From an optimization exercise on the open Yosys and OpenROAD flow, aimed at small area, a short achievable clock period and few clock cycles per item; shortcuts taken in it are not production practice.
Function was checked by simulation only, so behaviour that the tests miss may differ from the original.

$ cat design/flow/flow/run.sh
#!/bin/bash
# The standard layout (the standard.sh, unchanged synthesis and steps),
# with repair_timing asked for 16.5 ns of extra setup slack so that it works
# on the paths that set the achieved period. Same clock and constraints.
set -euo pipefail
bash standard.sh SETUP_SLACK_MARGIN=16.5 finish > flow_make.log 2>&1
$ cat design/flow/standard.sh
#!/bin/bash
# synth_recipe.tcl (not shown) runs the flow's synth.tcl, then flattens the netlist and writes it again
# the make line also repeats each setting of config.mk as NAME=value (left out here)
make -C /OpenROAD-flow-scripts/flow DESIGN_CONFIG=/design/flow/config.mk WORK_HOME=/design/flow/orfs CLKGATE_MAP_FILE= SYNTH_SCRIPT=/design/flow/synth_recipe.tcl "${@:-finish}"
$ cat design/flow/config.mk
export PLATFORM = sky130hd
export DESIGN_NAME = geofence
export DESIGN_NICKNAME = geofence
export VERILOG_FILES = /design/flow/design.v
export SDC_FILE = /design/flow/constraint.sdc
export NUM_CORES = 4
export LEC_CHECK = 0
export ABC_CLOCK_PERIOD_IN_PS = 6000
export CAP_MARGIN = 20
export CORE_MARGIN = 2
export CORE_UTILIZATION = 60
export SLEW_MARGIN = 20
$ cat design/flow/constraint.sdc
create_clock -name core_clock -period 22.0 [get_ports {clk}]
set_input_delay 4.4000 -clock core_clock [delete_from_list [all_inputs] [get_ports {clk}]]
set_output_delay 4.4000 -clock core_clock [all_outputs]
set_load 0.01 [all_outputs]
$ cat design/flow/design.v
module geofence_sqrt #(parameter [11:0] CUT = 12'b0000_0100_0100) (
    input         clk,
    input  [23:0] a,
    output [11:0] root
);
genvar k;
generate
for (k = 1; k <= 12; k = k + 1) begin : st
    wire [k-1:0]        r_in;
    wire [2*(13-k)-1:0] a_in;
    wire [k:0]          r_out;
    wire [k-1:0]        q_out;
    wire [k+1:0]        rem2;
    wire [k+2:0]        diff;
    wire                ge;
    if (k == 1) begin : f
        assign r_in = 1'b0;
        assign a_in = a;
        assign rem2 = {r_in, a_in[23:22]};
        assign diff = {1'b0, rem2} - 4'd1;
        assign ge = ~diff[k+2];
        assign q_out = ge;
    end else begin : n
        wire [k-2:0] q_in;
        if (CUT[k-2]) begin : c
            reg [k-2:0]         q_r;
            reg [k-1:0]         r_r;
            reg [2*(13-k)-1:0]  a_r;
            always @(posedge clk) begin
                q_r <= st[k-1].q_out;
                r_r <= st[k-1].r_out;
                a_r <= st[k-1].a_in[2*(13-k)-1:0];
            end
            assign q_in = q_r;
            assign r_in = r_r;
            assign a_in = a_r;
        end else begin : w
            assign q_in = st[k-1].q_out;
            assign r_in = st[k-1].r_out;
            assign a_in = st[k-1].a_in[2*(13-k)-1:0];
        end
        assign rem2 = {r_in, a_in[2*(13-k)-1:2*(12-k)]};
        assign diff = {1'b0, rem2} - {2'b00, q_in, 2'b01};
        assign ge = ~diff[k+2];
        assign q_out = {q_in, ge};
    end
    assign r_out = ge ? diff[k:0] : rem2[k:0];
end
endgenerate
reg [11:0] root_r;
always @(posedge clk) root_r <= st[12].q_out;
assign root = root_r;
endmodule
module geofence ( clk,reset,X,Y,R,valid,is_inside);
input clk;
input reset;
input [9:0] X;
input [9:0] Y;
input [10:0] R;
output valid;
output is_inside;
reg [5:0] cyc;
reg valid_r, isin_r;
reg [1:0] opm;    
reg       npm;    
reg [2:0] npa, npb;
reg [2:0] nrot;   
reg       sq;     
reg [2:0] nre;    
reg       ce;     
reg [2:0] ci, cj;
reg       acc;    
localparam LAST = 6'd35;
always @(*) begin
    opm = 2'd0; sq = 1'b0; acc = 1'b0; ce = 1'b0; ci = 3'd0; cj = 3'd0;
    npm = 1'b0; npa = 3'd0; npb = 3'd0; nre = 3'd0; nrot = 3'd0;
    case (cyc)
    6'd0: begin opm = 2'd0; sq = 1'b0; acc = 1'b0; ce = 1'b0; ci = 3'd0; cj = 3'd0; npm = 1'b0; npa = 3'd0; npb = 3'd0; nre = 3'd0; nrot = 3'd1; end
    6'd1: begin opm = 2'd0; sq = 1'b0; acc = 1'b0; ce = 1'b0; ci = 3'd0; cj = 3'd0; npm = 1'b0; npa = 3'd0; npb = 3'd0; nre = 3'd0; nrot = 3'd2; end
    6'd2: begin opm = 2'd0; sq = 1'b0; acc = 1'b0; ce = 1'b0; ci = 3'd0; cj = 3'd0; npm = 1'b0; npa = 3'd1; npb = 3'd2; nre = 3'd0; nrot = 3'd3; end
    6'd3: begin opm = 2'd0; sq = 1'b0; acc = 1'b0; ce = 1'b0; ci = 3'd0; cj = 3'd0; npm = 1'b0; npa = 3'd1; npb = 3'd3; nre = 3'd0; nrot = 3'd4; end
    6'd4: begin opm = 2'd0; sq = 1'b0; acc = 1'b0; ce = 1'b0; ci = 3'd0; cj = 3'd0; npm = 1'b0; npa = 3'd2; npb = 3'd3; nre = 3'd0; nrot = 3'd5; end
    6'd5: begin opm = 2'd0; sq = 1'b0; acc = 1'b0; ce = 1'b1; ci = 3'd1; cj = 3'd2; npm = 1'b0; npa = 3'd1; npb = 3'd4; nre = 3'd0; nrot = 3'd0; end
    6'd6: begin opm = 2'd0; sq = 1'b0; acc = 1'b0; ce = 1'b1; ci = 3'd1; cj = 3'd3; npm = 1'b0; npa = 3'd2; npb = 3'd4; nre = 3'd0; nrot = 3'd1; end
    6'd7: begin opm = 2'd0; sq = 1'b0; acc = 1'b0; ce = 1'b1; ci = 3'd2; cj = 3'd3; npm = 1'b0; npa = 3'd3; npb = 3'd4; nre = 3'd0; nrot = 3'd2; end
    6'd8: begin opm = 2'd0; sq = 1'b0; acc = 1'b0; ce = 1'b1; ci = 3'd1; cj = 3'd4; npm = 1'b0; npa = 3'd1; npb = 3'd5; nre = 3'd0; nrot = 3'd3; end
    6'd9: begin opm = 2'd0; sq = 1'b0; acc = 1'b0; ce = 1'b1; ci = 3'd2; cj = 3'd4; npm = 1'b0; npa = 3'd2; npb = 3'd5; nre = 3'd0; nrot = 3'd4; end
    6'd10: begin opm = 2'd0; sq = 1'b0; acc = 1'b0; ce = 1'b1; ci = 3'd3; cj = 3'd4; npm = 1'b0; npa = 3'd3; npb = 3'd5; nre = 3'd0; nrot = 3'd5; end
    6'd11: begin opm = 2'd0; sq = 1'b0; acc = 1'b0; ce = 1'b1; ci = 3'd1; cj = 3'd5; npm = 1'b0; npa = 3'd4; npb = 3'd5; nre = 3'd0; nrot = 3'd0; end
    6'd12: begin opm = 2'd0; sq = 1'b0; acc = 1'b0; ce = 1'b1; ci = 3'd2; cj = 3'd5; npm = 1'b0; npa = 3'd0; npb = 3'd0; nre = 3'd0; nrot = 3'd1; end
    6'd13: begin opm = 2'd0; sq = 1'b0; acc = 1'b0; ce = 1'b1; ci = 3'd3; cj = 3'd5; npm = 1'b0; npa = 3'd0; npb = 3'd0; nre = 3'd0; nrot = 3'd2; end
    6'd14: begin opm = 2'd0; sq = 1'b0; acc = 1'b0; ce = 1'b1; ci = 3'd4; cj = 3'd5; npm = 1'b1; npa = 3'd0; npb = 3'd0; nre = 3'd0; nrot = 3'd3; end
    6'd15: begin opm = 2'd1; sq = 1'b0; acc = 1'b0; ce = 1'b0; ci = 3'd0; cj = 3'd0; npm = 1'b1; npa = 3'd1; npb = 3'd0; nre = 3'd0; nrot = 3'd4; end
    6'd16: begin opm = 2'd1; sq = 1'b0; acc = 1'b0; ce = 1'b0; ci = 3'd0; cj = 3'd0; npm = 1'b1; npa = 3'd2; npb = 3'd0; nre = 3'd0; nrot = 3'd5; end
    6'd17: begin opm = 2'd1; sq = 1'b0; acc = 1'b0; ce = 1'b0; ci = 3'd0; cj = 3'd0; npm = 1'b1; npa = 3'd3; npb = 3'd0; nre = 3'd0; nrot = 3'd0; end
    6'd18: begin opm = 2'd1; sq = 1'b0; acc = 1'b0; ce = 1'b0; ci = 3'd0; cj = 3'd0; npm = 1'b1; npa = 3'd4; npb = 3'd0; nre = 3'd0; nrot = 3'd1; end
    6'd19: begin opm = 2'd1; sq = 1'b0; acc = 1'b0; ce = 1'b0; ci = 3'd0; cj = 3'd0; npm = 1'b1; npa = 3'd5; npb = 3'd0; nre = 3'd0; nrot = 3'd2; end
    6'd20: begin opm = 2'd1; sq = 1'b0; acc = 1'b0; ce = 1'b0; ci = 3'd0; cj = 3'd0; npm = 1'b0; npa = 3'd0; npb = 3'd0; nre = 3'd1; nrot = 3'd3; end
    6'd21: begin opm = 2'd2; sq = 1'b0; acc = 1'b0; ce = 1'b0; ci = 3'd0; cj = 3'd0; npm = 1'b0; npa = 3'd0; npb = 3'd0; nre = 3'd2; nrot = 3'd4; end
    6'd22: begin opm = 2'd2; sq = 1'b0; acc = 1'b0; ce = 1'b0; ci = 3'd0; cj = 3'd0; npm = 1'b0; npa = 3'd0; npb = 3'd0; nre = 3'd3; nrot = 3'd5; end
    6'd23: begin opm = 2'd2; sq = 1'b1; acc = 1'b0; ce = 1'b0; ci = 3'd0; cj = 3'd0; npm = 1'b0; npa = 3'd0; npb = 3'd0; nre = 3'd4; nrot = 3'd0; end
    6'd24: begin opm = 2'd2; sq = 1'b1; acc = 1'b0; ce = 1'b0; ci = 3'd0; cj = 3'd0; npm = 1'b0; npa = 3'd0; npb = 3'd0; nre = 3'd5; nrot = 3'd1; end
    6'd25: begin opm = 2'd2; sq = 1'b1; acc = 1'b0; ce = 1'b0; ci = 3'd0; cj = 3'd0; npm = 1'b0; npa = 3'd0; npb = 3'd0; nre = 3'd0; nrot = 3'd2; end
    6'd26: begin opm = 2'd2; sq = 1'b1; acc = 1'b0; ce = 1'b0; ci = 3'd0; cj = 3'd0; npm = 1'b1; npa = 3'd0; npb = 3'd0; nre = 3'd0; nrot = 3'd3; end
    6'd27: begin opm = 2'd3; sq = 1'b1; acc = 1'b0; ce = 1'b0; ci = 3'd0; cj = 3'd0; npm = 1'b1; npa = 3'd1; npb = 3'd0; nre = 3'd0; nrot = 3'd4; end
    6'd28: begin opm = 2'd3; sq = 1'b1; acc = 1'b0; ce = 1'b0; ci = 3'd0; cj = 3'd0; npm = 1'b1; npa = 3'd2; npb = 3'd0; nre = 3'd0; nrot = 3'd5; end
    6'd29: begin opm = 2'd3; sq = 1'b0; acc = 1'b1; ce = 1'b0; ci = 3'd0; cj = 3'd0; npm = 1'b1; npa = 3'd3; npb = 3'd0; nre = 3'd0; nrot = 3'd0; end
    6'd30: begin opm = 2'd3; sq = 1'b0; acc = 1'b1; ce = 1'b0; ci = 3'd0; cj = 3'd0; npm = 1'b1; npa = 3'd4; npb = 3'd0; nre = 3'd0; nrot = 3'd1; end
    6'd31: begin opm = 2'd3; sq = 1'b0; acc = 1'b1; ce = 1'b0; ci = 3'd0; cj = 3'd0; npm = 1'b1; npa = 3'd5; npb = 3'd0; nre = 3'd0; nrot = 3'd2; end
    6'd32: begin opm = 2'd3; sq = 1'b0; acc = 1'b1; ce = 1'b0; ci = 3'd0; cj = 3'd0; npm = 1'b0; npa = 3'd0; npb = 3'd0; nre = 3'd0; nrot = 3'd3; end
    6'd33: begin opm = 2'd0; sq = 1'b0; acc = 1'b1; ce = 1'b0; ci = 3'd0; cj = 3'd0; npm = 1'b0; npa = 3'd0; npb = 3'd0; nre = 3'd0; nrot = 3'd4; end
    6'd34: begin opm = 2'd0; sq = 1'b0; acc = 1'b1; ce = 1'b0; ci = 3'd0; cj = 3'd0; npm = 1'b0; npa = 3'd0; npb = 3'd0; nre = 3'd0; nrot = 3'd5; end
    6'd35: begin opm = 2'd0; sq = 1'b0; acc = 1'b0; ce = 1'b0; ci = 3'd0; cj = 3'd0; npm = 1'b0; npa = 3'd0; npb = 3'd0; nre = 3'd0; nrot = 3'd0; end
    default: ;
    endcase
end
always @(posedge clk, posedge reset) begin
    if (reset) begin
        cyc <= 6'd0;
        valid_r <= 1'b0;
    end else begin
        cyc <= (cyc == LAST) ? 6'd0 : cyc + 6'd1;
        valid_r <= (cyc == LAST - 6'd1);
    end
end
assign valid = valid_r;
assign is_inside = isin_r;
reg [30:0] ring [0:5];
reg [9:0]  x0, y0;    
integer n;
always @(posedge clk) begin
    for (n = 0; n < 5; n = n + 1)
        ring[n] <= ring[n+1];
    ring[5] <= (cyc < 6'd6) ? {X, Y, R} : ring[0];
    if (cyc == 6'd0) begin
        x0 <= X;
        y0 <= Y;
    end
end
reg [2:0] rank [1:5];
reg [2:0] rankn [1:5];    
reg [5:0] la, lb, lra, lrb;    
reg [5:0] na, nb, nra, nrb;    
reg [5:0] sa, sb, sra, srb;
integer m;
always @(*) begin
    la = 6'd0; lb = 6'd0;
    if (!npm) begin
        la[npa] = 1'b1;
        lb[npb] = 1'b1;
    end else begin
        la[0] = (npa == 3'd0);
        lb[0] = (npa == 3'd5);
        for (m = 1; m < 6; m = m + 1) begin
            la[m] = (rankn[m] == npa - 3'd1);
            lb[m] = (rankn[m] == npa);
        end
    end
    lra[0] = (nre == 3'd0);
    lrb[0] = (nre == 3'd5);
    for (m = 1; m < 6; m = m + 1) begin
        lra[m] = (rankn[m] == nre - 3'd1);
        lrb[m] = (rankn[m] == nre);
    end
    for (m = 0; m < 6; m = m + 1) begin
        na[m] = la[(m + nrot) % 6];
        nb[m] = lb[(m + nrot) % 6];
        nra[m] = lra[(m + nrot) % 6];
        nrb[m] = lrb[(m + nrot) % 6];
    end
end
always @(posedge clk) begin
    sa <= na;
    sb <= nb;
    sra <= nra;
    srb <= nrb;
end
reg [9:0]  xa, ya, xb, yb;
reg [10:0] ra, rb;
always @(*) begin
    xa = 10'd0; ya = 10'd0; ra = 11'd0; xb = 10'd0; yb = 10'd0; rb = 11'd0;
    for (m = 0; m < 6; m = m + 1) begin
        xa = xa | (ring[m][30:21] & {10{sa[m]}});
        ya = ya | (ring[m][20:11] & {10{sa[m]}});
        ra = ra | (ring[m][10:0]  & {11{sra[m]}});
        xb = xb | (ring[m][30:21] & {10{sb[m]}});
        yb = yb | (ring[m][20:11] & {10{sb[m]}});
        rb = rb | (ring[m][10:0]  & {11{srb[m]}});
    end
end
wire [11:0] sqo;             
wire [11:0] sqo1;            
reg  [11:0] rsum;            
reg  [11:0] rdif;            
wire [11:0] as = sqo;        
reg  [23:0] p1, p2;          
reg         g1, g2;          
reg         gp1, gp2;        
always @(posedge clk) begin
    rsum <= ra + rb;
    rdif <= ra - rb;
end
reg [13:0] u1p, u1q, u2p, u2q, u3p, u3q, u4p, u4q;
reg        sb1, sb2, sb3, sb4, hv;
always @(*) begin
    sb1 = 1'b1; sb2 = 1'b1; sb3 = 1'b1; sb4 = 1'b1; hv = 1'b0;
    case (opm)
    2'd0: begin  
        u1p = xa;  u1q = x0;
        u2p = yb;  u2q = y0;
        u3p = ya;  u3q = y0;
        u4p = xb;  u4q = x0;
    end
    2'd1: begin  
        u1p = xa;  u1q = xb;
        u2p = xa;  u2q = xb;
        u3p = ya;  u3q = yb;
        u4p = yb;  u4q = ya;
    end
    2'd2: begin  
        hv = 1'b1;
        u1p = as;   u1q = rsum; sb1 = 1'b0;
        u2p = as;   u2q = {{2{rdif[11]}}, rdif};
        u3p = as;   u3q = {{2{rdif[11]}}, rdif}; sb3 = 1'b0;
        u4p = rsum; u4q = as;
    end
    default: begin  
        u1p = sqo; u1q = 14'd0;
        u2p = sqo1; u2q = 14'd0;
        u3p = xa;  u3q = xb; sb3 = 1'b0;
        u4p = yb;  u4q = ya;
    end
    endcase
end
function [12:0] opu;    
    input [13:0] p, q;
    input        sub, h;
    reg [13:0] x, y;
    begin
        x = sub ? p - q : p + q;
        y = h ? {x[13], x[13:1]} : x;
        opu = {y[13], (y[13] ? -y[11:0] : y[11:0])};
    end
endfunction
wire [12:0] d1 = opu(u1p, u1q, sb1, hv);
wire [12:0] d2 = opu(u2p, u2q, sb2, hv);
wire [12:0] d3 = opu(u3p, u3q, sb3, hv);
wire [12:0] d4 = opu(u4p, u4q, sb4, hv);
reg [11:0] o1, o2, o3, o4;
always @(posedge clk) begin
    o1 <= d1[11:0]; o2 <= d2[11:0]; o3 <= d3[11:0]; o4 <= d4[11:0];
    g1 <= d1[12] ^ d2[12];
    g2 <= d3[12] ^ d4[12];
    p1 <= o1 * o2;
    p2 <= o3 * o4;
    gp1 <= g1;
    gp2 <= g2;
end
wire p2gt = p2 > p1;
wire ccw = gp2 ? (gp1 ? p2gt : 1'b1) : (gp1 ? 1'b0 : !p2gt);
always @(*) begin
    for (m = 1; m < 6; m = m + 1) begin
        if (cyc == 6'd0)
            rankn[m] = 3'd0;
        else if (ce && ((ccw && cj == m) || (!ccw && ci == m)))
            rankn[m] = rank[m] + 3'd1;
        else
            rankn[m] = rank[m];
    end
end
always @(posedge clk) begin
    for (m = 1; m < 6; m = m + 1)
        rank[m] <= rankn[m];
end
wire [23:0] sqi = sq ? p1 : p1 + p2;
geofence_sqrt #(.CUT(12'b0001_0010_0100)) U_SQ (.clk(clk), .a(sqi), .root(sqo));
geofence_sqrt #(.CUT(12'b0001_0010_0100)) U_SQ1 (.clk(clk), .a(p2), .root(sqo1));
reg  [26:0] dacc;
wire [26:0] dadd = {2'b00, p1, 1'b0} + (gp2 ? {3'b000, p2} : ~{3'b000, p2}) + {26'd0, ~gp2};
wire [26:0] dnew = dacc + dadd;
always @(posedge clk) begin
    if (cyc == 6'd0)
        dacc <= 27'd0;
    else if (acc)
        dacc <= dnew;
    if (cyc == LAST - 6'd1)
        isin_r <= dnew[26] || (dnew == 27'd0);
end
endmodule
==> results of run 1 <==
-- worst max-delay path, stage by stage (launching register included) --
cell and delay (ps):
sky130_fd_sc_hd__dfrtp_2 440, sky130_fd_sc_hd__inv_4 70, sky130_fd_sc_hd__ha_4 170, sky130_fd_sc_hd__or3b_4 420, sky130_fd_sc_hd__a32oi_4 300, sky130_fd_sc_hd__o21ai_4 100, sky130_fd_sc_hd__buf_12 150, sky130_fd_sc_hd__nor2_1 180
sky130_fd_sc_hd__a22o_1 190, sky130_fd_sc_hd__o21ai_1 110, sky130_fd_sc_hd__ha_1 310, sky130_fd_sc_hd__o21ai_2 80, sky130_fd_sc_hd__buf_4 150, sky130_fd_sc_hd__fa_1 450, sky130_fd_sc_hd__a21o_1 230, sky130_fd_sc_hd__a21oi_2 210
sky130_fd_sc_hd__o21ai_0 150, sky130_fd_sc_hd__a21oi_2 210, sky130_fd_sc_hd__o21bai_1 100, sky130_fd_sc_hd__a21oi_2 240, sky130_fd_sc_hd__mux2i_2 320, sky130_fd_sc_hd__a21oi_1 140, sky130_fd_sc_hd__a21oi_2 200, sky130_fd_sc_hd__nor3b_2 240
sky130_fd_sc_hd__o22ai_1 120, sky130_fd_sc_hd__nand3b_1 110, sky130_fd_sc_hd__and4_1 170
-- final timing paths --
check | from | to | slack, ps | cells after the start
min in group asynchronous | reset | valid_r | 4080 | 2
worst max register to register | cyc[0] | o3[11] | 16400 | 26
worst min register to register | U_SQ1.st[4].n.c.a_r[6] | U_SQ1.st[7].n.c.a_r[6] | 300 | 0
max in group asynchronous | reset | cyc[4] | 17520 | 2
worst min-delay path | U_SQ1.st[4].n.c.a_r[6] | U_SQ1.st[7].n.c.a_r[6] | 300 | 0
worst max-delay path | cyc[0] | o3[11] | 16400 | 26
-- area by class of cell --
class,count,share of cell area
multi-input cells,3939,0.616
flip-flops and latches,577,0.230
inverters,627,0.0458
repair buffers,214,0.0390
clock buffers,81,0.0344
well taps,978,0.0236
clock inverters,35,0.0113
diodes,1,0.0000482
-- sequential cells by signal, summed over array words and instances, names as in the netlist, 21 cells and up --
register / count
U_SQ.st.n.c.r_r: 21
p1: 24
U_SQ1.st.n.c.r_r: 21
dacc: 27
ring: 186
p2: 24
U_SQ.st.n.c.a_r: 36
U_SQ1.st.n.c.a_r: 36
-- per-layer routing --
layer  part of all wire  vias to the layer above
met5            0.00010                        -
met4              0.042                        2
met3              0.065                      271
met2               0.46                     1264
met1               0.44                    18576
li1                   -                    18519
-- timing repair --
item | in CTS | in global routing
gates cloned | 5 | 3
gates resized for setup | 185 | 258
hold buffers | 0 | 0
pin swaps | 34 | 142
setup buffers | 73 | 62
setup endpoints to repair | 89 | 93
-- metrics by stage --
step                       util  cell area [um2]  cells  setup slack, ps  hold WS (ps)
after detailed placement  0.618            46700   6192            14900           312
after CTS                 0.666            50400   6386            16420           297
final                     0.687            51900   6452            16400           299
after global placement    0.618            46700   6192            15010           310
after global routing      0.687            51900   6451            16130           301
after floorplan               -            45700   5343            16460           310
-- cells in the final DEF, fill, tap and decap left out, types with 42 or more instances in the layout --
cell type and instances:
sky130_fd_sc_hd__a22oi_1 176, sky130_fd_sc_hd__fa_1 229, sky130_fd_sc_hd__nor3_1 74, sky130_fd_sc_hd__a21o_1 64
sky130_fd_sc_hd__a21oi_1 290, sky130_fd_sc_hd__nand3_1 115, sky130_fd_sc_hd__mux2_2 65, sky130_fd_sc_hd__nand2_1 531
sky130_fd_sc_hd__xnor2_1 252, sky130_fd_sc_hd__ha_1 440, sky130_fd_sc_hd__nor2_1 352, sky130_fd_sc_hd__o21a_1 42
sky130_fd_sc_hd__inv_1 598, sky130_fd_sc_hd__o21bai_1 42, sky130_fd_sc_hd__dfxtp_1 499, sky130_fd_sc_hd__buf_4 144
sky130_fd_sc_hd__or3_1 42, sky130_fd_sc_hd__and2_1 126, sky130_fd_sc_hd__o21ai_0 165, sky130_fd_sc_hd__xor2_1 95
sky130_fd_sc_hd__clkbuf_16 69
-- cells in the mapped netlist (all sizes together), types with 42 or more instances --
master    n
nor3     81
o21bai   42
a21oi   320
dfxtp   549
nor2    360
a221oi   44
o21ai   205
a21o     64
xnor2   256
a22oi   176
ha      476
and2    130
xor2     97
nand3   120
and3     42
inv     623
mux2i    48
nor2b    47
nand2   554
clkbuf  156
buf      45
or3      45
mux2     66
fa      233
o21a     43
-- logic make-up after synthesis --
| logic type | count (synthesis) |
|---|---|
| compound gates | 1229 |
| xor+xnor | 353 |
| fa+ha+maj | 709 |
| buf+inv | 828 |
| flops | 577 |
| mux | 115 |
| simple gates | 1532 |
==> impl.org, run 1 <==
** Synth
- Compound-gate portion of the synthesized area :: 0.183
- Total standard cell area after synthesis :: 0.0455 mm2
- Synthesis produced 5343 cells.
- Count of yosys warnings during synthesis :: 5
- The netlist uses 116 different library cells.
- Ranked by total cell area, the synthesized netlist is headed by sky130_fd_sc_hd__dfxtp_1 (24%), sky130_fd_sc_hd__ha_1 (13%), sky130_fd_sc_hd__fa_1 (10%).
- Mux cell area share after synthesis :: 0.0282
- Sequential element share of the synthesized area :: 0.259
- Syn_area_per_cell :: 8.52 um2
- Combinational family with the most area after synthesis :: adder cells
- Counting flops with an async set or reset pin after synthesis yields a share of 0.0121.
- When the netlist entered floorplanning its net count stood at 6085.
- Synthesized-area fraction occupied by xor and xnor cells :: 0.0679
- Ys flop type :: sky130_fd_sc_hd__dfxtp_1
- Fraction of post-synthesis cell area in the top cell type by area :: 0.241
- Synth Area in Simple Gates :: 0.158
- Synth Area in Adders :: 0.233
- Yosys mapped a number of flops with a built-in enable equal to 21.
- Most area-hungry cell type in the Yosys netlist :: sky130_fd_sc_hd__dfxtp_1
- The synthesized design contains 577 register bits.

** Detailed routing
- Before antenna repair, the detailed router went through 8 iterations.
- DR vias :: 38632
- After the first detailed-routing iteration, the DRC count stood at 3119.
- Vias per cell :: 5.99
- After detailed routing, the total wire length is 130 mm.
- Post-detailed-route DRC marker count :: 0
- In this run the remaining antenna-violating nets after routing total 0.
- Dividing the detail-routed wire length by the instance count gives 20.1 um.

** Cells and area
- Number of nets at the end of the flow :: 6167
- Number of fill cells in the layout :: 6247
- Sequential Area :: 0.0119 mm2
- In the final layout, the multi-input gates occupy 0.0320 mm2.
- Relative to the synthesized area, the layout overhead comes to 14.1%.
- In the final layout, the share of cells above drive strength 1 is 0.132.

** Place
- The count of buffers added on input and output ports is 34.
- At the end of routability-driven placement, the weighted congestion stood at 0.995.
- After legalization and detailed placement, the total HPWL measured 96.8 mm.

** GRT
- Met3 usage in global routing :: 0.0519
- The layer flagged by global routing as most heavily used is met2.
- For met2 alone, demand over resource in global routing was 0.526.
- Number of antenna violations at the first check in global routing :: 2
- After global routing the overflow that remains totals 0.
- Entering global routing, the biggest net connects 60 pins.
- The first global-routing pass estimated 199 mm of wire.
- For this run, global-route usage on met1 was measured as 0.430.
- The via count of the first global-routing pass is 36635.
- Gr usage total :: 0.322

** Setup path
- STA classifies the critical path endpoint as a flop.
- The worst setup path is launched from a flop.
- Critical path start-end classification :: reg -> reg
- Along the worst path, the maximum fanout reaches 5.
- Data arrives at the worst endpoint at 6190 ps.
- Data required time at the worst endpoint :: 22600 ps

** STA
- Rel. slew slack :: 0.287
- Counting I/O delays and the setup requirement, the final critical path takes 5600 ps.
- The number of failing hold endpoints at the final stage was 0.
- The number of slew-limit violations in the final report was 0.
- The clock arrives with 49.1 ps of skew.
- Maximum clock frequency :: 179 MHz
- Setup repair after global routing could not meet its margin everywhere.
- Adding up every negative setup slack in the final design gives 0 ps.
- Final cycle utilization of the critical path :: 0.254
- Final setup vio count :: 0
- For the pin with the worst max-slew slack, the measured transition is 1070 ps.

** Floorplanning
- The floorplan step defined a core boundary enclosing 0.0756 mm2.
- After floorplanning, the core was divided into 101 placement rows.
- Die Outline Area :: 0.0781 mm2
- For this configuration, the core starts out at a cell density of 0.602.
- Number of top-level pins :: 35
- Die width :: 279 um
- Chip Height :: 279 um

** Clock network
- In this run the clock root is driven by a sky130_fd_sc_hd__clkbuf_16.
- In this run, CTS created clock tree buffers numbering 66.
- TritonCTS built the clock tree.
- Clock slew seen by the registers of the worst setup and hold paths :: 80 ps
- CTS H-Tree Depth :: 3
- Clock network latency to the later pin of the worst-skew pair :: 650 ps
- CTS saw 577 sinks.
- Counting along the longest clock path gives a buffer depth of 3.

** Min path
- Hold/Removal Path Class :: reg -> reg

** Job
- The tool flagged a number of max-cap violations equal to 0.

** Run status
- The flow ran to the end and the layout has no timing, DRC or antenna violations.
Testbench counts, summed over its fixed seeds: cycles 86,392, objects 2,400.
==> inputs of run 2 (changes only) <==
--- a/design/flow/config.mk
+++ b/design/flow/config.mk
@@ -8,5 +8,5 @@
 export ABC_CLOCK_PERIOD_IN_PS = 6000
 export CAP_MARGIN = 20
 export CORE_MARGIN = 2
-export CORE_UTILIZATION = 60
+export CORE_UTILIZATION = 40
 export SLEW_MARGIN = 20
==> impl.org, run 2 <==
** Setup path
- Highest net fanout along the worst path :: 8 (+3)
- CP max stage delay :: 440 ps (about the same)
- By startpoint and endpoint, the worst setup path is classified as reg -> reg.
- Crit start category :: flop
- Worst Path Arrival :: 6060 ps (-130 ps)
- Category of cells accounting for the largest share of critical-path delay :: compound AO/OA/AOI/OAI gates
- The slowest stage of the critical path is the sky130_fd_sc_hd__dfxtp_1 cell.
- Critical Path End Type :: flop
- Worst path bufs/invs :: 4 (+1)
- The required time of the critical path was 22500 ps (-100 ps).
- The depth of the most critical reg-to-reg path was 28 (+7.7%).
- The number of cells on the critical path came to 28 (+7.7%).

** Detailed routing
- The number of search-and-repair iterations in the first detailed-routing pass was 7 (-1).
- The total number of vias was 37938 (-1.8%).
- The iteration-0 DRC count of the detailed router came to 2725 (-13%).
- DRT antenna net count :: 0 (unchanged)
- Final wirelength :: 131 mm (+1.3%)
- Average routed wire per standard cell :: 18.8 um (-6.3%)
- Post-detailed-route DRC marker count :: 0 (unchanged)
- The average via count per standard cell came to 5.43 (-9.2%).

** Floorplanning
- The number of standard-cell rows in the floorplan came to 123 (+22%).
- The die area came to 0.117 mm2 (+49%).
- The effective utilization at floorplan was 0.404 (-0.198).
- The number of top-level pins was 35 (unchanged).
- The area inside the core boundary was 0.113 mm2 (+49%).
- The width of the die was 341 um (+22%).
- Chip Height :: 341 um (+22%)

** Cells and area
- The post-layout net count is 6175 (+0.13%).
- Fraction of layout cells with a size suffix above 1 :: 0.131 (-0.00165)
- Max FFs per register :: 186 (unchanged)
- Antenna diode instance count :: 0 (-1)
- More flip-flops sit in one register than any other, and that register is ring.
- The area growth from synthesis to layout is 15.3%.
- In the layout the commonest cells are sky130_fd_sc_hd__inv_1 (611), sky130_fd_sc_hd__nand2_1 (542), sky130_fd_sc_hd__dfxtp_1 (502), sky130_fd_sc_hd__ha_1 (442), sky130_fd_sc_hd__nor2_1 (349).
- Leaving out fill and tap cells, the most frequent cell in the layout is sky130_fd_sc_hd__inv_1.
- Registers with the most flip-flops :: ring: 186 flops, U_SQ.st.n.c.a_r: 36 flops, U_SQ1.st.n.c.a_r: 36 flops

** Synth
- Most area-hungry cell type in the Yosys netlist :: sky130_fd_sc_hd__dfxtp_1
- The synthesis warning total was 5 (unchanged).
- Sorting the synthesized cells by how often they occur yields sky130_fd_sc_hd__inv_1 (622), sky130_fd_sc_hd__nand2_1 (554), sky130_fd_sc_hd__dfxtp_1 (549).
- The post-synthesis register bit count is 577 (unchanged).
- The count of mapped cells out of synthesis was 5343 (unchanged).
- Post-synthesis cell type count :: 116 (unchanged)
- Share of synthesized registers carrying an async set or reset :: 0.0121 (unchanged)
- For this run, the leading register cell type out of synthesis is sky130_fd_sc_hd__dfxtp_1.
- Post-synth EDFFs :: 21 (unchanged)
- The sequential area share after synthesis was 0.259 (unchanged).
- Largest cells by area after synthesis :: sky130_fd_sc_hd__dfxtp_1 (24%), sky130_fd_sc_hd__ha_1 (13%), sky130_fd_sc_hd__fa_1 (10%)
- Yosys instantiated no cell more often than sky130_fd_sc_hd__inv_1.
- The average footprint of a synthesized cell came to 8.52 um2 (unchanged).
- The synthesized net count was 6085 (unchanged).
- Fraction of post-synthesis cell area in the top cell type by area :: 0.241 (unchanged)
- Total standard cell area after synthesis :: 0.0455 mm2 (unchanged)

** Clock network
- The hold-fix buffer count after cts was 0 (unchanged).
- The number of buffers inserted during clock tree synthesis is 67 (+1.5%).
- Sinks on Clock Net :: 577 (unchanged)
- Clock tree from TritonCTS :: done
- The clock latency on the worst-skew pair is 630 ps (-20 ps).
- The clock-pin slew of the registers on the worst-case setup and hold paths was 60 ps (-20 ps).
- The tree is rooted in a sky130_fd_sc_hd__clkbuf_16.
- Maximum buffer depth of the clock tree :: 3 (unchanged)
- CTS H-Tree Depth :: 3 (unchanged)

** STA
- Fin. max-slew vios :: 0 (unchanged)
- Worst-case clock skew :: 24.5 ps (-24.6 ps)
- The worst hold slack after final layout came to 320 ps (+21.2 ps).
- Setup repair after global routing missed its margin :: true
- The normalized max-slew margin was 0.333 (+0.0456).
- The setup-violating endpoint count in the final report was 0 (unchanged).
- The final cycle utilization of the critical path is 0.253 (-0.00197).
- The actual slew at the worst max-slew pin was 988 ps (-81.3 ps).
- Final hold viol count :: 0 (unchanged)
- The post-route setup TNS is 0 ps (unchanged).
- The maximum clock rate is 180 MHz (+0.78%).
- Fin crit period :: 5560 ps (-43.3 ps)

** Run status
- Outcome :: finished clean

** GRT
- The number of antenna violations at the first check in global routing came to 1 (-1).
- The wire length of the first global-routing pass is 204 mm (+2.5%).
- The total global routing track utilization is 0.219 (-0.103).
- Pin count of the biggest net entering global routing :: 64 (+6.7%)
- Grt total ovfl :: 0 (unchanged)
- The via count of the first global-routing pass is 36754 (+0.32%).

** Min path
- In this run the worst hold path is classified as reg -> reg.
- Cells on Worst Hold Path :: 0 (unchanged)

** Job
- Count of maximum capacitance violations :: 0 (unchanged)

** Place
- HPWL reported at the end of detailed placement :: 98.8 mm (+2.0%)
- The placer congestion estimate is 0.943 (-5.2%).
- Port Buffers :: 34 (unchanged)
## run 2: changes by cell type in the layout (fill, tap and decap cells not counted), moves of 5 or more
| cell | before | now |
|---|---|---|
| sky130_fd_sc_hd__dfxtp_2 | 29 | 22 |
| sky130_fd_sc_hd__clkinv_16 | 5 | 0 |
| sky130_fd_sc_hd__buf_4 | 144 | 160 |
| sky130_fd_sc_hd__buf_6 | 20 | 9 |
| sky130_fd_sc_hd__a21oi_1 | 290 | 285 |
| sky130_fd_sc_hd__nand2_2 | 20 | 8 |
| sky130_fd_sc_hd__nand2_1 | 531 | 542 |
| sky130_fd_sc_hd__inv_1 | 598 | 611 |
| sky130_fd_sc_hd__inv_2 | 18 | 7 |
| sky130_fd_sc_hd__a21oi_2 | 26 | 31 |
## run 2: cell families after synthesis
logic type / after synthesis / share of synthesized area
compound gates: 1229 / 0.183
xor+xnor: 353 / 0.0679
fa+ha+maj: 709 / 0.233
buf+inv: 828 / 0.0700
flops: 577 / 0.259
mux: 115 / 0.0282
simple gates: 1532 / 0.158
## run 2: routing by layer
| metal | GRT usage | up-vias | part of all wire |
|---|---|---|---|
| li1 | - | 18504 | - |
| met1 | 0.288 | 18183 | 0.45 |
| met2 | 0.364 | 1001 | 0.46 |
| met3 | 0.0286 | 248 | 0.048 |
| met4 | 0.0867 | 2 | 0.041 |
| met5 | 0 | - | 0.000099 |
## run 2: timing repair
| item | 4_1_cts | 5_1_grt |
|---|---|---|
| gates resized for setup | 190 | 231 |
| cloned | 6 | 2 |
| setup buffers | 66 | 80 |
| pin swaps | 44 | 94 |
| endpoints found under the setup margin | 89 | 94 |
## run 2: through the flow
| stage | instances | instance area (um2) | setup slack (ps) | util |
|---|---|---|---|---|
| final | 6981 | 52500 | 16450 | 0.466 |
| after global routing | 6981 | 52500 | 16290 | 0.466 |
| after CTS | 6899 | 50800 | 16420 | 0.451 |
| after detailed placement | 6710 | 47300 | 14760 | 0.420 |
| after global placement | 6710 | 47300 | 14910 | 0.420 |
| after floorplan | 5343 | 45700 | 16460 | - |
## run 2: final cells by class
cell class,count,area (um2)
fill,10851,60200
multi-input combinational,3943,32200
sequential,577,11900
inverter,627,2380
clock buffer,91,1930
timing repair buffer,217,1900
tap,1500,1880
clock inverter,26,319
## run 2: path summary, 6_finish.rpt
kind | end | start | slack, ps
min in group asynchronous | cyc[3] | reset | 4040
hold / removal | U_SQ.st[10].n.c.a_r[3] | U_SQ.st[7].n.c.a_r[3] | 320
setup reg to reg | U_SQ1.root_r[0] | U_SQ1.st[10].n.c.q_r[2] | 16450
setup / recovery | U_SQ1.root_r[0] | U_SQ1.st[10].n.c.q_r[2] | 16450
max in group asynchronous | cyc[2] | reset | 17680
hold reg to reg | U_SQ.st[10].n.c.a_r[3] | U_SQ.st[7].n.c.a_r[3] | 320
==> inputs of run 3 (changes only) <==
--- a/design/flow/design.v
+++ b/design/flow/design.v
@@ -51,6 +51,231 @@
 always @(posedge clk) root_r <= st[12].q_out;
 assign root = root_r;
 endmodule
+module geofence_mul (input [11:0] a, input [11:0] b, output [23:0] y);
+wire w0 = (a[0] & b[9]) ^ (a[1] & b[8]);
+wire w1 = (a[0] & b[9]) & (a[1] & b[8]);
+wire w2 = (a[0] & b[10]) ^ (a[1] & b[9]) ^ (a[2] & b[8]);
+wire w3 = ((a[0] & b[10]) & (a[1] & b[9])) | ((a[0] & b[10]) & (a[2] & b[8])) | ((a[1] & b[9]) & (a[2] & b[8]));
+wire w4 = (a[3] & b[7]) ^ (a[4] & b[6]);
+wire w5 = (a[3] & b[7]) & (a[4] & b[6]);
+wire w6 = (a[0] & b[11]) ^ (a[1] & b[10]) ^ (a[2] & b[9]);
+wire w7 = ((a[0] & b[11]) & (a[1] & b[10])) | ((a[0] & b[11]) & (a[2] & b[9])) | ((a[1] & b[10]) & (a[2] & b[9]));
+wire w8 = (a[3] & b[8]) ^ (a[4] & b[7]) ^ (a[5] & b[6]);
+wire w9 = ((a[3] & b[8]) & (a[4] & b[7])) | ((a[3] & b[8]) & (a[5] & b[6])) | ((a[4] & b[7]) & (a[5] & b[6]));
+wire w10 = (a[6] & b[5]) ^ (a[7] & b[4]);
+wire w11 = (a[6] & b[5]) & (a[7] & b[4]);
+wire w12 = (a[1] & b[11]) ^ (a[2] & b[10]) ^ (a[3] & b[9]);
+wire w13 = ((a[1] & b[11]) & (a[2] & b[10])) | ((a[1] & b[11]) & (a[3] & b[9])) | ((a[2] & b[10]) & (a[3] & b[9]));
+wire w14 = (a[4] & b[8]) ^ (a[5] & b[7]) ^ (a[6] & b[6]);
+wire w15 = ((a[4] & b[8]) & (a[5] & b[7])) | ((a[4] & b[8]) & (a[6] & b[6])) | ((a[5] & b[7]) & (a[6] & b[6]));
+wire w16 = (a[7] & b[5]) ^ (a[8] & b[4]);
+wire w17 = (a[7] & b[5]) & (a[8] & b[4]);
+wire w18 = (a[2] & b[11]) ^ (a[3] & b[10]) ^ (a[4] & b[9]);
+wire w19 = ((a[2] & b[11]) & (a[3] & b[10])) | ((a[2] & b[11]) & (a[4] & b[9])) | ((a[3] & b[10]) & (a[4] & b[9]));
+wire w20 = (a[5] & b[8]) ^ (a[6] & b[7]) ^ (a[7] & b[6]);
+wire w21 = ((a[5] & b[8]) & (a[6] & b[7])) | ((a[5] & b[8]) & (a[7] & b[6])) | ((a[6] & b[7]) & (a[7] & b[6]));
+wire w22 = (a[3] & b[11]) ^ (a[4] & b[10]) ^ (a[5] & b[9]);
+wire w23 = ((a[3] & b[11]) & (a[4] & b[10])) | ((a[3] & b[11]) & (a[5] & b[9])) | ((a[4] & b[10]) & (a[5] & b[9]));
+wire w24 = (a[0] & b[6]) ^ (a[1] & b[5]);
+wire w25 = (a[0] & b[6]) & (a[1] & b[5]);
+wire w26 = (a[0] & b[7]) ^ (a[1] & b[6]) ^ (a[2] & b[5]);
+wire w27 = ((a[0] & b[7]) & (a[1] & b[6])) | ((a[0] & b[7]) & (a[2] & b[5])) | ((a[1] & b[6]) & (a[2] & b[5]));
+wire w28 = (a[3] & b[4]) ^ (a[4] & b[3]);
+wire w29 = (a[3] & b[4]) & (a[4] & b[3]);
+wire w30 = (a[0] & b[8]) ^ (a[1] & b[7]) ^ (a[2] & b[6]);
+wire w31 = ((a[0] & b[8]) & (a[1] & b[7])) | ((a[0] & b[8]) & (a[2] & b[6])) | ((a[1] & b[7]) & (a[2] & b[6]));
+wire w32 = (a[3] & b[5]) ^ (a[4] & b[4]) ^ (a[5] & b[3]);
+wire w33 = ((a[3] & b[5]) & (a[4] & b[4])) | ((a[3] & b[5]) & (a[5] & b[3])) | ((a[4] & b[4]) & (a[5] & b[3]));
+wire w34 = (a[6] & b[2]) ^ (a[7] & b[1]);
+wire w35 = (a[6] & b[2]) & (a[7] & b[1]);
+wire w36 = (w0) ^ (a[2] & b[7]) ^ (a[3] & b[6]);
+wire w37 = ((w0) & (a[2] & b[7])) | ((w0) & (a[3] & b[6])) | ((a[2] & b[7]) & (a[3] & b[6]));
+wire w38 = (a[4] & b[5]) ^ (a[5] & b[4]) ^ (a[6] & b[3]);
+wire w39 = ((a[4] & b[5]) & (a[5] & b[4])) | ((a[4] & b[5]) & (a[6] & b[3])) | ((a[5] & b[4]) & (a[6] & b[3]));
+wire w40 = (a[7] & b[2]) ^ (a[8] & b[1]) ^ (a[9] & b[0]);
+wire w41 = ((a[7] & b[2]) & (a[8] & b[1])) | ((a[7] & b[2]) & (a[9] & b[0])) | ((a[8] & b[1]) & (a[9] & b[0]));
+wire w42 = (w2) ^ (w4) ^ (a[5] & b[5]);
+wire w43 = ((w2) & (w4)) | ((w2) & (a[5] & b[5])) | ((w4) & (a[5] & b[5]));
+wire w44 = (a[6] & b[4]) ^ (a[7] & b[3]) ^ (a[8] & b[2]);
+wire w45 = ((a[6] & b[4]) & (a[7] & b[3])) | ((a[6] & b[4]) & (a[8] & b[2])) | ((a[7] & b[3]) & (a[8] & b[2]));
+wire w46 = (a[9] & b[1]) ^ (a[10] & b[0]) ^ (w1);
+wire w47 = ((a[9] & b[1]) & (a[10] & b[0])) | ((a[9] & b[1]) & (w1)) | ((a[10] & b[0]) & (w1));
+wire w48 = (w6) ^ (w8) ^ (w10);
+wire w49 = ((w6) & (w8)) | ((w6) & (w10)) | ((w8) & (w10));
+wire w50 = (a[8] & b[3]) ^ (a[9] & b[2]) ^ (a[10] & b[1]);
+wire w51 = ((a[8] & b[3]) & (a[9] & b[2])) | ((a[8] & b[3]) & (a[10] & b[1])) | ((a[9] & b[2]) & (a[10] & b[1]));
+wire w52 = (a[11] & b[0]) ^ (w3) ^ (w5);
+wire w53 = ((a[11] & b[0]) & (w3)) | ((a[11] & b[0]) & (w5)) | ((w3) & (w5));
+wire w54 = (w12) ^ (w14) ^ (w16);
+wire w55 = ((w12) & (w14)) | ((w12) & (w16)) | ((w14) & (w16));
+wire w56 = (a[9] & b[3]) ^ (a[10] & b[2]) ^ (a[11] & b[1]);
+wire w57 = ((a[9] & b[3]) & (a[10] & b[2])) | ((a[9] & b[3]) & (a[11] & b[1])) | ((a[10] & b[2]) & (a[11] & b[1]));
+wire w58 = (w7) ^ (w9) ^ (w11);
+wire w59 = ((w7) & (w9)) | ((w7) & (w11)) | ((w9) & (w11));
+wire w60 = (w18) ^ (w20) ^ (a[8] & b[5]);
+wire w61 = ((w18) & (w20)) | ((w18) & (a[8] & b[5])) | ((w20) & (a[8] & b[5]));
+wire w62 = (a[9] & b[4]) ^ (a[10] & b[3]) ^ (a[11] & b[2]);
+wire w63 = ((a[9] & b[4]) & (a[10] & b[3])) | ((a[9] & b[4]) & (a[11] & b[2])) | ((a[10] & b[3]) & (a[11] & b[2]));
+wire w64 = (w13) ^ (w15) ^ (w17);
+wire w65 = ((w13) & (w15)) | ((w13) & (w17)) | ((w15) & (w17));
+wire w66 = (w22) ^ (a[6] & b[8]) ^ (a[7] & b[7]);
+wire w67 = ((w22) & (a[6] & b[8])) | ((w22) & (a[7] & b[7])) | ((a[6] & b[8]) & (a[7] & b[7]));
+wire w68 = (a[8] & b[6]) ^ (a[9] & b[5]) ^ (a[10] & b[4]);
+wire w69 = ((a[8] & b[6]) & (a[9] & b[5])) | ((a[8] & b[6]) & (a[10] & b[4])) | ((a[9] & b[5]) & (a[10] & b[4]));
+wire w70 = (a[11] & b[3]) ^ (w19) ^ (w21);
+wire w71 = ((a[11] & b[3]) & (w19)) | ((a[11] & b[3]) & (w21)) | ((w19) & (w21));
+wire w72 = (a[4] & b[11]) ^ (a[5] & b[10]) ^ (a[6] & b[9]);
+wire w73 = ((a[4] & b[11]) & (a[5] & b[10])) | ((a[4] & b[11]) & (a[6] & b[9])) | ((a[5] & b[10]) & (a[6] & b[9]));
+wire w74 = (a[7] & b[8]) ^ (a[8] & b[7]) ^ (a[9] & b[6]);
+wire w75 = ((a[7] & b[8]) & (a[8] & b[7])) | ((a[7] & b[8]) & (a[9] & b[6])) | ((a[8] & b[7]) & (a[9] & b[6]));
+wire w76 = (a[10] & b[5]) ^ (a[11] & b[4]) ^ (w23);
+wire w77 = ((a[10] & b[5]) & (a[11] & b[4])) | ((a[10] & b[5]) & (w23)) | ((a[11] & b[4]) & (w23));
+wire w78 = (a[5] & b[11]) ^ (a[6] & b[10]) ^ (a[7] & b[9]);
+wire w79 = ((a[5] & b[11]) & (a[6] & b[10])) | ((a[5] & b[11]) & (a[7] & b[9])) | ((a[6] & b[10]) & (a[7] & b[9]));
+wire w80 = (a[8] & b[8]) ^ (a[9] & b[7]) ^ (a[10] & b[6]);
+wire w81 = ((a[8] & b[8]) & (a[9] & b[7])) | ((a[8] & b[8]) & (a[10] & b[6])) | ((a[9] & b[7]) & (a[10] & b[6]));
+wire w82 = (a[6] & b[11]) ^ (a[7] & b[10]) ^ (a[8] & b[9]);
+wire w83 = ((a[6] & b[11]) & (a[7] & b[10])) | ((a[6] & b[11]) & (a[8] & b[9])) | ((a[7] & b[10]) & (a[8] & b[9]));
+wire w84 = (a[0] & b[4]) ^ (a[1] & b[3]);
+wire w85 = (a[0] & b[4]) & (a[1] & b[3]);
+wire w86 = (a[0] & b[5]) ^ (a[1] & b[4]) ^ (a[2] & b[3]);
+wire w87 = ((a[0] & b[5]) & (a[1] & b[4])) | ((a[0] & b[5]) & (a[2] & b[3])) | ((a[1] & b[4]) & (a[2] & b[3]));
+wire w88 = (a[3] & b[2]) ^ (a[4] & b[1]);
+wire w89 = (a[3] & b[2]) & (a[4] & b[1]);
+wire w90 = (w24) ^ (a[2] & b[4]) ^ (a[3] & b[3]);
+wire w91 = ((w24) & (a[2] & b[4])) | ((w24) & (a[3] & b[3])) | ((a[2] & b[4]) & (a[3] & b[3]));
+wire w92 = (a[4] & b[2]) ^ (a[5] & b[1]) ^ (a[6] & b[0]);
+wire w93 = ((a[4] & b[2]) & (a[5] & b[1])) | ((a[4] & b[2]) & (a[6] & b[0])) | ((a[5] & b[1]) & (a[6] & b[0]));
+wire w94 = (w26) ^ (w28) ^ (a[5] & b[2]);
+wire w95 = ((w26) & (w28)) | ((w26) & (a[5] & b[2])) | ((w28) & (a[5] & b[2]));
+wire w96 = (a[6] & b[1]) ^ (a[7] & b[0]) ^ (w25);
+wire w97 = ((a[6] & b[1]) & (a[7] & b[0])) | ((a[6] & b[1]) & (w25)) | ((a[7] & b[0]) & (w25));
+wire w98 = (w30) ^ (w32) ^ (w34);
+wire w99 = ((w30) & (w32)) | ((w30) & (w34)) | ((w32) & (w34));
+wire w100 = (a[8] & b[0]) ^ (w27) ^ (w29);
+wire w101 = ((a[8] & b[0]) & (w27)) | ((a[8] & b[0]) & (w29)) | ((w27) & (w29));
+wire w102 = (w36) ^ (w38) ^ (w40);
+wire w103 = ((w36) & (w38)) | ((w36) & (w40)) | ((w38) & (w40));
+wire w104 = (w31) ^ (w33) ^ (w35);
+wire w105 = ((w31) & (w33)) | ((w31) & (w35)) | ((w33) & (w35));
+wire w106 = (w42) ^ (w44) ^ (w46);
+wire w107 = ((w42) & (w44)) | ((w42) & (w46)) | ((w44) & (w46));
+wire w108 = (w37) ^ (w39) ^ (w41);
+wire w109 = ((w37) & (w39)) | ((w37) & (w41)) | ((w39) & (w41));
+wire w110 = (w48) ^ (w50) ^ (w52);
+wire w111 = ((w48) & (w50)) | ((w48) & (w52)) | ((w50) & (w52));
+wire w112 = (w43) ^ (w45) ^ (w47);
+wire w113 = ((w43) & (w45)) | ((w43) & (w47)) | ((w45) & (w47));
+wire w114 = (w54) ^ (w56) ^ (w58);
+wire w115 = ((w54) & (w56)) | ((w54) & (w58)) | ((w56) & (w58));
+wire w116 = (w49) ^ (w51) ^ (w53);
+wire w117 = ((w49) & (w51)) | ((w49) & (w53)) | ((w51) & (w53));
+wire w118 = (w60) ^ (w62) ^ (w64);
+wire w119 = ((w60) & (w62)) | ((w60) & (w64)) | ((w62) & (w64));
+wire w120 = (w55) ^ (w57) ^ (w59);
+wire w121 = ((w55) & (w57)) | ((w55) & (w59)) | ((w57) & (w59));
+wire w122 = (w66) ^ (w68) ^ (w70);
+wire w123 = ((w66) & (w68)) | ((w66) & (w70)) | ((w68) & (w70));
+wire w124 = (w61) ^ (w63) ^ (w65);
+wire w125 = ((w61) & (w63)) | ((w61) & (w65)) | ((w63) & (w65));
+wire w126 = (w72) ^ (w74) ^ (w76);
+wire w127 = ((w72) & (w74)) | ((w72) & (w76)) | ((w74) & (w76));
+wire w128 = (w67) ^ (w69) ^ (w71);
+wire w129 = ((w67) & (w69)) | ((w67) & (w71)) | ((w69) & (w71));
+wire w130 = (w78) ^ (w80) ^ (a[11] & b[5]);
+wire w131 = ((w78) & (w80)) | ((w78) & (a[11] & b[5])) | ((w80) & (a[11] & b[5]));
+wire w132 = (w73) ^ (w75) ^ (w77);
+wire w133 = ((w73) & (w75)) | ((w73) & (w77)) | ((w75) & (w77));
+wire w134 = (w82) ^ (a[9] & b[8]) ^ (a[10] & b[7]);
+wire w135 = ((w82) & (a[9] & b[8])) | ((w82) & (a[10] & b[7])) | ((a[9] & b[8]) & (a[10] & b[7]));
+wire w136 = (a[11] & b[6]) ^ (w79) ^ (w81);
+wire w137 = ((a[11] & b[6]) & (w79)) | ((a[11] & b[6]) & (w81)) | ((w79) & (w81));
+wire w138 = (a[7] & b[11]) ^ (a[8] & b[10]) ^ (a[9] & b[9]);
+wire w139 = ((a[7] & b[11]) & (a[8] & b[10])) | ((a[7] & b[11]) & (a[9] & b[9])) | ((a[8] & b[10]) & (a[9] & b[9]));
+wire w140 = (a[10] & b[8]) ^ (a[11] & b[7]) ^ (w83);
+wire w141 = ((a[10] & b[8]) & (a[11] & b[7])) | ((a[10] & b[8]) & (w83)) | ((a[11] & b[7]) & (w83));
+wire w142 = (a[8] & b[11]) ^ (a[9] & b[10]) ^ (a[10] & b[9]);
+wire w143 = ((a[8] & b[11]) & (a[9] & b[10])) | ((a[8] & b[11]) & (a[10] & b[9])) | ((a[9] & b[10]) & (a[10] & b[9]));
+wire w144 = (a[0] & b[3]) ^ (a[1] & b[2]);
+wire w145 = (a[0] & b[3]) & (a[1] & b[2]);
+wire w146 = (w84) ^ (a[2] & b[2]) ^ (a[3] & b[1]);
+wire w147 = ((w84) & (a[2] & b[2])) | ((w84) & (a[3] & b[1])) | ((a[2] & b[2]) & (a[3] & b[1]));
+wire w148 = (w86) ^ (w88) ^ (a[5] & b[0]);
+wire w149 = ((w86) & (w88)) | ((w86) & (a[5] & b[0])) | ((w88) & (a[5] & b[0]));
+wire w150 = (w90) ^ (w92) ^ (w87);
+wire w151 = ((w90) & (w92)) | ((w90) & (w87)) | ((w92) & (w87));
+wire w152 = (w94) ^ (w96) ^ (w91);
+wire w153 = ((w94) & (w96)) | ((w94) & (w91)) | ((w96) & (w91));
+wire w154 = (w98) ^ (w100) ^ (w95);
+wire w155 = ((w98) & (w100)) | ((w98) & (w95)) | ((w100) & (w95));
+wire w156 = (w102) ^ (w104) ^ (w99);
+wire w157 = ((w102) & (w104)) | ((w102) & (w99)) | ((w104) & (w99));
+wire w158 = (w106) ^ (w108) ^ (w103);
+wire w159 = ((w106) & (w108)) | ((w106) & (w103)) | ((w108) & (w103));
+wire w160 = (w110) ^ (w112) ^ (w107);
+wire w161 = ((w110) & (w112)) | ((w110) & (w107)) | ((w112) & (w107));
+wire w162 = (w114) ^ (w116) ^ (w111);
+wire w163 = ((w114) & (w116)) | ((w114) & (w111)) | ((w116) & (w111));
+wire w164 = (w118) ^ (w120) ^ (w115);
+wire w165 = ((w118) & (w120)) | ((w118) & (w115)) | ((w120) & (w115));
+wire w166 = (w122) ^ (w124) ^ (w119);
+wire w167 = ((w122) & (w124)) | ((w122) & (w119)) | ((w124) & (w119));
+wire w168 = (w126) ^ (w128) ^ (w123);
+wire w169 = ((w126) & (w128)) | ((w126) & (w123)) | ((w128) & (w123));
+wire w170 = (w130) ^ (w132) ^ (w127);
+wire w171 = ((w130) & (w132)) | ((w130) & (w127)) | ((w132) & (w127));
+wire w172 = (w134) ^ (w136) ^ (w131);
+wire w173 = ((w134) & (w136)) | ((w134) & (w131)) | ((w136) & (w131));
+wire w174 = (w138) ^ (w140) ^ (w135);
+wire w175 = ((w138) & (w140)) | ((w138) & (w135)) | ((w140) & (w135));
+wire w176 = (w142) ^ (a[11] & b[8]) ^ (w139);
+wire w177 = ((w142) & (a[11] & b[8])) | ((w142) & (w139)) | ((a[11] & b[8]) & (w139));
+wire w178 = (a[9] & b[11]) ^ (a[10] & b[10]) ^ (a[11] & b[9]);
+wire w179 = ((a[9] & b[11]) & (a[10] & b[10])) | ((a[9] & b[11]) & (a[11] & b[9])) | ((a[10] & b[10]) & (a[11] & b[9]));
+wire w180 = (a[0] & b[2]) ^ (a[1] & b[1]);
+wire w181 = (a[0] & b[2]) & (a[1] & b[1]);
+wire w182 = (w144) ^ (a[2] & b[1]) ^ (a[3] & b[0]);
+wire w183 = ((w144) & (a[2] & b[1])) | ((w144) & (a[3] & b[0])) | ((a[2] & b[1]) & (a[3] & b[0]));
+wire w184 = (w146) ^ (a[4] & b[0]) ^ (w145);
+wire w185 = ((w146) & (a[4] & b[0])) | ((w146) & (w145)) | ((a[4] & b[0]) & (w145));
+wire w186 = (w148) ^ (w85) ^ (w147);
+wire w187 = ((w148) & (w85)) | ((w148) & (w147)) | ((w85) & (w147));
+wire w188 = (w150) ^ (w89) ^ (w149);
+wire w189 = ((w150) & (w89)) | ((w150) & (w149)) | ((w89) & (w149));
+wire w190 = (w152) ^ (w93) ^ (w151);
+wire w191 = ((w152) & (w93)) | ((w152) & (w151)) | ((w93) & (w151));
+wire w192 = (w154) ^ (w97) ^ (w153);
+wire w193 = ((w154) & (w97)) | ((w154) & (w153)) | ((w97) & (w153));
+wire w194 = (w156) ^ (w101) ^ (w155);
+wire w195 = ((w156) & (w101)) | ((w156) & (w155)) | ((w101) & (w155));
+wire w196 = (w158) ^ (w105) ^ (w157);
+wire w197 = ((w158) & (w105)) | ((w158) & (w157)) | ((w105) & (w157));
+wire w198 = (w160) ^ (w109) ^ (w159);
+wire w199 = ((w160) & (w109)) | ((w160) & (w159)) | ((w109) & (w159));
+wire w200 = (w162) ^ (w113) ^ (w161);
+wire w201 = ((w162) & (w113)) | ((w162) & (w161)) | ((w113) & (w161));
+wire w202 = (w164) ^ (w117) ^ (w163);
+wire w203 = ((w164) & (w117)) | ((w164) & (w163)) | ((w117) & (w163));
+wire w204 = (w166) ^ (w121) ^ (w165);
+wire w205 = ((w166) & (w121)) | ((w166) & (w165)) | ((w121) & (w165));
+wire w206 = (w168) ^ (w125) ^ (w167);
+wire w207 = ((w168) & (w125)) | ((w168) & (w167)) | ((w125) & (w167));
+wire w208 = (w170) ^ (w129) ^ (w169);
+wire w209 = ((w170) & (w129)) | ((w170) & (w169)) | ((w129) & (w169));
+wire w210 = (w172) ^ (w133) ^ (w171);
+wire w211 = ((w172) & (w133)) | ((w172) & (w171)) | ((w133) & (w171));
+wire w212 = (w174) ^ (w137) ^ (w173);
+wire w213 = ((w174) & (w137)) | ((w174) & (w173)) | ((w137) & (w173));
+wire w214 = (w176) ^ (w141) ^ (w175);
+wire w215 = ((w176) & (w141)) | ((w176) & (w175)) | ((w141) & (w175));
+wire w216 = (w178) ^ (w143) ^ (w177);
+wire w217 = ((w178) & (w143)) | ((w178) & (w177)) | ((w143) & (w177));
+wire w218 = (a[10] & b[11]) ^ (a[11] & b[10]) ^ (w179);
+wire w219 = ((a[10] & b[11]) & (a[11] & b[10])) | ((a[10] & b[11]) & (w179)) | ((a[11] & b[10]) & (w179));
+wire [23:0] r0 = {1'b0, a[11] & b[11], w218, w216, w214, w212, w210, w208, w206, w204, w202, w200, w198, w196, w194, w192, w190, w188, w186, w184, w182, w180, a[0] & b[1], a[0] & b[0]};
+wire [23:0] r1 = {1'b0, w219, w217, w215, w213, w211, w209, w207, w205, w203, w201, w199, w197, w195, w193, w191, w189, w187, w185, w183, w181, a[2] & b[0], a[1] & b[0], 1'b0};
+assign y = r0 + r1;
+endmodule
 module geofence ( clk,reset,X,Y,R,valid,is_inside);
 input clk;
 input reset;
@@ -247,12 +472,15 @@
 wire [12:0] d3 = opu(u3p, u3q, sb3, hv);
 wire [12:0] d4 = opu(u4p, u4q, sb4, hv);
 reg [11:0] o1, o2, o3, o4;
+wire [23:0] m12, m34;
+geofence_mul U_M1 (.a(o1), .b(o2), .y(m12));
+geofence_mul U_M2 (.a(o3), .b(o4), .y(m34));
 always @(posedge clk) begin
     o1 <= d1[11:0]; o2 <= d2[11:0]; o3 <= d3[11:0]; o4 <= d4[11:0];
     g1 <= d1[12] ^ d2[12];
     g2 <= d3[12] ^ d4[12];
-    p1 <= o1 * o2;
-    p2 <= o3 * o4;
+    p1 <= m12;
+    p2 <= m34;
     gp1 <= g1;
     gp2 <= g2;
 end
==> design/flow/flow/run.sh (replaced) <==
#!/bin/bash
# The standard layout (the standard.sh, unchanged synthesis and steps),
# with repair_timing asked for 16.7 ns of extra setup slack so that it works
# on the paths that set the achieved period. Same clock and constraints.
set -euo pipefail
bash standard.sh SETUP_SLACK_MARGIN=16.7 finish > flow_make.log 2>&1
==> impl.org, run 3 <==
** Setup path
- Critical path start-end classification :: reg -> out
- Category of cells accounting for the largest share of critical-path delay :: flip-flops
- Crit start category :: flop
- In this run the critical register-to-register path is launched from U_SQ.st[10].n.c.q_r[4].
- CP max stage delay :: 360 ps (-80 ps)
- Critical Path End Type :: output pin
- The critical path arrival came to 1170 ps (-4890 ps).
- Critical path startpoint :: isin_r
- The slowest stage of the critical path belongs to the cell sky130_fd_sc_hd__edfxtp_1.
- Data required time at the worst endpoint :: 17600 ps (-4900 ps)
- Highest net fanout along the worst path :: 1 (-7)
- The count of buffer and inverter cells on the critical path is 1 (-3).

** STA
- Fin. max-slew vios :: 0 (unchanged)
- Worst-margin pin slew :: 1210 ps (+218 ps)
- The final cycle utilization of the critical path was 0.253 (+0.000582).
- The normalized max-slew margin is 0.196 (-0.137).
- Maximum clock frequency :: 180 MHz (-0.23%)
- The final worst clock skew is 35.7 ps (+11.2 ps).
- Final hold viol count :: 0 (unchanged)
- Setup repair after global routing missed its margin :: true

** Detailed routing
- Average routed wire per standard cell :: 19.4 um (+3.1%)
- Vias per cell :: 5.56 (+2.4%)
- DRT antenna net count :: 0 (unchanged)
- DR iter-0 viols :: 3317 (+22%)
- DR vias :: 38586 (+1.7%)
- Final wirelength :: 134 mm (+2.4%)

** Synth
- Yosys instantiated no cell more often than sky130_fd_sc_hd__dfxtp_1.
- The synthesized net count came to 5944 (-2.3%).
- By area the synthesized netlist is led by sky130_fd_sc_hd__dfxtp_1 (24%), sky130_fd_sc_hd__ha_1 (12%), sky130_fd_sc_hd__fa_1 (10%).
- The average footprint of a synthesized cell came to 8.57 um2 (+0.54%).
- Most area-hungry cell type in the Yosys netlist :: sky130_fd_sc_hd__dfxtp_1
- The share of flip-flops with an asynchronous set or reset after synthesis is 0.0121 (unchanged).
- Sequential element share of the synthesized area :: 0.262 (+0.00262)
- The synthesis warning total came to 5 (unchanged).
- Post-synth EDFFs :: 21 (unchanged)
- The distinct cell type count of the synthesized netlist is 114 (-1.7%).
- The post-synthesis cell area is 0.0451 mm2 (-1.0%).
- Ys flop type :: sky130_fd_sc_hd__dfxtp_1

** Clock network
- The total number of H-tree levels is 2 (-1).
- The clock sink total was 577 (unchanged).
- Root buffer selected by CTS :: sky130_fd_sc_hd__clkbuf_16
- Number of clock buffers inserted by TritonCTS :: 60 (-10%)
- The number of buffers on the longest clock path is 3 (unchanged).
- Clock network latency to the later pin of the worst-skew pair :: 670 ps (+40 ps)
- Clock slew seen by the registers of the worst setup and hold paths :: 60 ps (about the same)
- Clock tree from TritonCTS :: done

** GRT
- The pin count of the biggest net entering global routing is 65 (+1.6%).
- The wire length of the first global-routing pass was 209 mm (+2.0%).
- The total congestion overflow after global routing was 0 (unchanged).
- Number of global-route vias before repair :: 37268 (+1.4%)
- Gr usage total :: 0.224 (+0.00457)

** Cells and area
- Fraction of layout cells with a size suffix above 1 :: 0.139 (+0.00807)
- Counting flops per register, the top entry is ring.
- Leaving out fill and tap cells, the most frequent cell in the layout is sky130_fd_sc_hd__inv_1.
- The area growth from synthesis to layout is 16.3%.
- Area of the multi-input gates :: 0.0321 mm2 (-0.35%)
- The final-layout fill cell count was 10668 (-1.7%).
- The final standard cell utilization of the core came to 0.467 (+0.00100).
- The flip-flop count of the largest register after layout is 186 (unchanged).
- The post-layout net count is 6069 (-1.7%).

** Place
- HPWL reported at the end of detailed placement :: 98.8 mm (about the same)
- Routability-driven placement congestion ratio :: 0.982 (+4.2%)

** Min path
- The worst hold path belongs to the class reg -> reg.

** Floorplanning
- The area inside the core boundary is 0.112 mm2 (-0.41%).
- The effective utilization at floorplan came to 0.402 (-0.00240).
- The number of top-level pins is 35 (unchanged).
- Die width :: 340 um (-0.50%)

** Run status
- The flow ran to the end and the layout has no timing, DRC or antenna violations.

** Job
- Count of maximum capacitance violations :: 0 (unchanged)
## run 3: cell types whose count changed after synthesis, moves of 25 or more
cell / delta
sky130_fd_sc_hd__ha_1: -59
sky130_fd_sc_hd__inv_1: -76
sky130_fd_sc_hd__and2_1: +135
sky130_fd_sc_hd__nand2_1: -157
sky130_fd_sc_hd__xnor2_1: -25
sky130_fd_sc_hd__nand3_1: +36
## run 3: stage by stage
step	hold slack (ps)	worst slack, ps	std cells	instance area, um2
2_1_floorplan	310	16620	5261	45300
3_3_place_gp	310	15580	6626	47000
3_5_place_dp	312	15570	6626	47000
4_1_cts	323	16370	6835	50500
5_1_grt	332	16370	6936	52400
6_report	325	16430	6937	52400
## run 3: logic make-up after synthesis
| kind of cell | count (synthesis) | share of synthesized area |
|---|---|---|
| AOI/OAI and AO/OA | 1267 | 0.192 |
| xor gates and xnor gates | 352 | 0.0684 |
| adders and majority gates | 650 | 0.219 |
| buffers and inverters | 765 | 0.0652 |
| DFF | 577 | 0.262 |
| muxes | 84 | 0.0205 |
| and+or+nand+nor | 1566 | 0.173 |
## run 3: layer usage
metal  wire [um]  global-route usage
met4        5230              0.0747
met2       62300               0.374
met5          13                   0
met1       59000               0.296
met3        7890              0.0308
## run 3: layout make-up
type / instances / share of cell area
Sequential cell: 577 / 0.227
Antenna cell: 1 / 0.0000478
Tap cell: 1500 / 0.0358
Multi-Input combinational cell: 3924 / 0.612
Timing Repair inverter: 1 / 0.000143
Clock buffer: 85 / 0.0335
Inverter: 554 / 0.0402
Clock inverter: 27 / 0.00604
Timing Repair Buffer: 268 / 0.0450
## run 3: worst paths after layout
kind	slack, ps	endpoint	cells after the start
max in group asynchronous	17700	cyc[5]	2
min reg2reg	330	U_SQ1.st[7].n.c.a_r[6]	0
min	330	U_SQ1.st[7].n.c.a_r[6]	0
max reg2reg	16760	U_SQ.root_r[0]	29
max	16430	is_inside	1
min in group asynchronous	4000	cyc[1]	2
## run 3: what timing repair did
item	4_1_cts	5_1_grt
resized for setup	178	267
buffers inserted	90	94
hold buffers	0	0
cloned	7	7
pin swaps	62	149
setup endpoints to repair	104	98
Testbench counts of run 3, summed over its fixed seeds: cycles 86,392, objects 2,400.

re-timing with driven ports:
The flow's constraints put no driver on any port. The routed layouts listed below were extracted and timed again, unchanged, in two steps.
Step 1, drivers: a clkbuf_16 drives clk and a buf_2 each remaining input, both assumed.
Step 2 also shifts input and output timing later by t, the mid clock arrival at the registers, as if the neighbouring blocks saw the same clock.
a / b / c = ideal / step 1 / step 2; a / b = the first two.
run | t (ns) | setup slack, ns | hold WS [ns] | worst setup path after step 2
run 1 | 0.695 | 16.402 / 16.402 / 16.402 | 0.299 / 0.299 / 0.299 | register to register
run 2 | 0.685 | 16.445 / 16.408 / 16.445 | 0.320 / 0.320 / 0.320 | register to register
run 3 | 0.722 | 16.432 / 16.361 / 16.620 | 0.325 / 0.325 / 0.325 | input to register
After both steps every run listed still meets setup and hold.
